Source: an optimization exercise on an open RTL-to-GDS flow (aim: small area). Production flows keep margins and buffers that such runs may drop.
The RTL was checked by simulation tests, not by an equivalence proof against the original design.
The flow treats the clock pin as an ideal source, which a real chip does not have.
No activity file was given, so power comes from the tool's default toggle rates.

Design ram32, start of the top module:
module ram32(
    input clk,
    input rst,
    input [4:0] addr_a, addr_b,
    input [31:0] data_in_a, data_in_b,
    input we_a, we_b,
    input re_a, re_b,
    output reg [31:0] data_out_a, data_out_b
);
Size: about 1100 flip-flops, about 0.047 sq mm of cells after synthesis.
Settings: LEC_CHECK=0, CAP_MARGIN=20, CELL_PAD_IN_SITES_DETAIL_PLACEMENT=1, CELL_PAD_IN_SITES_GLOBAL_PLACEMENT=1, CORE_MARGIN=2, CORE_UTILIZATION=45, CTS_CLUSTER_DIAMETER=100, CTS_CLUSTER_SIZE=25, PLACE_DENSITY=0.5, SETUP_SLACK_MARGIN=0.35, SLEW_MARGIN=20, SYNTH_HIERARCHICAL=1, SYNTH_MINIMUM_KEEP_SIZE=0; clock period 4.0 ns.
standard.sh (not shown) runs the stock make flow with config.mk's settings and CLKGATE_MAP_FILE= SYNTH_SCRIPT=/design/flow/synth_recipe.tcl, a recipe that flattens the netlist after the stock synthesis.
==> flow/flow/run.sh <==
#!/bin/bash
# Own layout flow: the standard ORFS flow (standard.sh) with these
# changes, all through ORFS's own variables:
#  - the synthesis netlist's buffers are removed at floorplan, and global
#    placement is not timing-driven, so high-fanout nets are not buffered
#    early, while cells are still spread out;
#  - ports are buffered with the smallest buffer cell;
#  - before repair_design, flow/presize.tcl gives each high-fanout net just
#    enough drive (a stronger driver or one buffer, whichever is smaller);
#  - clock tree synthesis without dummy loads;
#  - after CTS, flow/downsize.tcl shrinks logic cells that synthesis sized
#    for more load than they drive, then repairs slew, capacitance and setup.
# make's output goes to make_finish.log; each ORFS step keeps its own log
# under orfs/logs/.
set -euo pipefail
W=$(cd "$(dirname "$0")/.." && pwd)
cd "$W"
bash standard.sh \
  REMOVE_ABC_BUFFERS=1 \
  GPL_TIMING_DRIVEN=0 \
  "BUFFER_PORTS_ARGS=-buffer_cell sky130_fd_sc_hd__buf_1" \
  PRE_RESIZE_TCL="$W/flow/presize.tcl" \
  "CTS_ARGS=-sink_clustering_enable -repair_clock_nets -sink_clustering_size 25 -sink_clustering_max_diameter 100 -dont_use_dummy_load" \
  POST_CTS_TCL="$W/flow/downsize.tcl" \
  finish > "$W/make_finish.log" 2>&1
==> flow/flow/downsize.tcl <==
# Runs after CTS (POST_CTS_TCL). Swaps each logic cell that drives only a
# few loads for the smallest cell of the same function that keeps the slew on
# its output net under a target and the worst setup slack above a margin:
# synthesis sized some of them for loads they do not have in the layout.
# Buffers and the drivers of high-fanout nets keep the sizes the placement
# step gave them. A repair of slew, capacitance and setup follows.
set_propagated_clock [all_clocks]
estimate_parasitics -placement
estimate_parasitics -placement

proc my_ds_area {m} { return [expr {[$m getWidth] * [$m getHeight] / 1e6}] }

proc my_ds_net_slew {net} {
  set w 0
  foreach it [$net getITerms] {
    set pin [get_pins [[$it getInst] getName]/[[$it getMTerm] getName]]
    foreach p {slew_max_rise slew_max_fall} {
      set s [get_property $pin $p]
      if {$s > $w} { set w $s }
    }
  }
  return $w
}

proc my_downsize {target min_slack maxfo} {
  set db [ord::get_db]
  set block [ord::get_db_block]
  set saved 0.0
  set n 0
  set insts {}
  foreach inst [$block getInsts] {
    set m [$inst getMaster]
    if {[$m getType] ne "CORE"} continue
    if {[$inst isDoNotTouch]} continue
    if {![regexp {^(sky130_fd_sc_hd__[a-z0-9]+)_(\d+)$} [$m getName] -> base sz]} continue
    if {[regexp {^sky130_fd_sc_hd__(df|sdf|edf|clk|dly|conb|tap|fill|decap|diode|buf|inv)} $base]} continue
    lappend insts [list $inst $base $m]
  }
  foreach e $insts {
    lassign $e inst base m0
    set out ""
    foreach it [$inst getITerms] {
      if {[$it isOutputSignal] && [$it getNet] ne "NULL"} { set out [$it getNet] }
    }
    if {$out eq "" || [$out getSigType] ne "SIGNAL"} continue
    if {[llength [$out getITerms]] > $maxfo + 1} continue
    set a0 [my_ds_area $m0]
    set cands {}
    foreach s {0 1 2 3 4 6 8 12 16} {
      set m [$db findMaster ${base}_$s]
      if {$m ne "NULL" && [my_ds_area $m] < $a0} { lappend cands [list [my_ds_area $m] $m] }
    }
    set done 0
    foreach c [lsort -real -index 0 $cands] {
      set m [lindex $c 1]
      replace_cell [$inst getName] [$m getName]
      if {[my_ds_net_slew $out] <= $target && [sta::worst_slack_cmd max] >= $min_slack} {
        set saved [expr {$saved + $a0 - [lindex $c 0]}]
        incr n
        set done 1
        break
      }
    }
    if {!$done} { replace_cell [$inst getName] [$m0 getName] }
  }
  puts "my_downsize: $n cells smaller, [format %.1f $saved] um2 less"
}

set my_ds_wns [sta::worst_slack_cmd max]
puts "my_downsize: worst slack before [format %.3f [expr {$my_ds_wns * 1e9}]] ns"
my_downsize 1.0 [expr {min(0.35e-9, $my_ds_wns)}] 4
estimate_parasitics -placement
puts "my_downsize: worst slack after [format %.3f [expr {[sta::worst_slack_cmd max] * 1e9}]] ns"
repair_design -slew_margin 20 -cap_margin 20
repair_timing -setup -setup_margin 0.35
detailed_placement
check_placement
estimate_parasitics -placement
puts "my_downsize: worst slack after repair [format %.3f [expr {[sta::worst_slack_cmd max] * 1e9}]] ns"
Other scripts of this flow, unchanged in this note and not shown: flow/flow/presize.tcl
Edit:
--- a/flow/flow/downsize.tcl
+++ b/flow/flow/downsize.tcl
@@ -69,9 +69,9 @@
 set my_ds_wns [sta::worst_slack_cmd max]
 puts "my_downsize: worst slack before [format %.3f [expr {$my_ds_wns * 1e9}]] ns"
-my_downsize 1.0 [expr {min(0.35e-9, $my_ds_wns)}] 4
+my_downsize 1.0 [expr {min(0.5e-9, $my_ds_wns)}] 4
 estimate_parasitics -placement
 puts "my_downsize: worst slack after [format %.3f [expr {[sta::worst_slack_cmd max] * 1e9}]] ns"
 repair_design -slew_margin 20 -cap_margin 20
-repair_timing -setup -setup_margin 0.35
+repair_timing -setup -setup_margin 0.5
 detailed_placement
 check_placement
SETUP_SLACK_MARGIN = 0.5   (was 0.35)
Global-route usage stays flat.
Die area stays the same.
Routed wire length grows by 0.57%.
Design area hardly moves.
Clock power is about the same.
Worst setup slack improved by 0.065 ns.

==> what the ideal ports hide <==
How much do the figures lean on ideal ports? The routed layouts below were timed once more, with nothing changed but the port constraints.
Step 1 assumes that a clkbuf_16 drives the clock port and a buf_2 every other input.
Step 2 moves the port delays by t, midway between the first and last clock arrival at a register: inputs arrive t later, outputs are due t later. That takes back most of the time a late clock gives input paths.
Slacks: ideal / step 1 / step 2; pairs: ideal / step 1.
run | shift t [ns] | setup WS [ns] | worst register clock-pin slew, ns | worst data-port slew with drivers (ns)
the first run | 0.795 | 0.166 / 0.219 / -0.576 | 0.11 / 0.11 | 0.20
the second run | 0.791 | 0.231 / 0.275 / -0.516 | 0.11 / 0.11 | 0.20
With both steps, setup timing fails in the first run and the second run, where it was met with ideal ports. For the second run, which loses most, drivers alone change the setup slack by +0.044 ns; drivers and shift together by -0.747 ns.
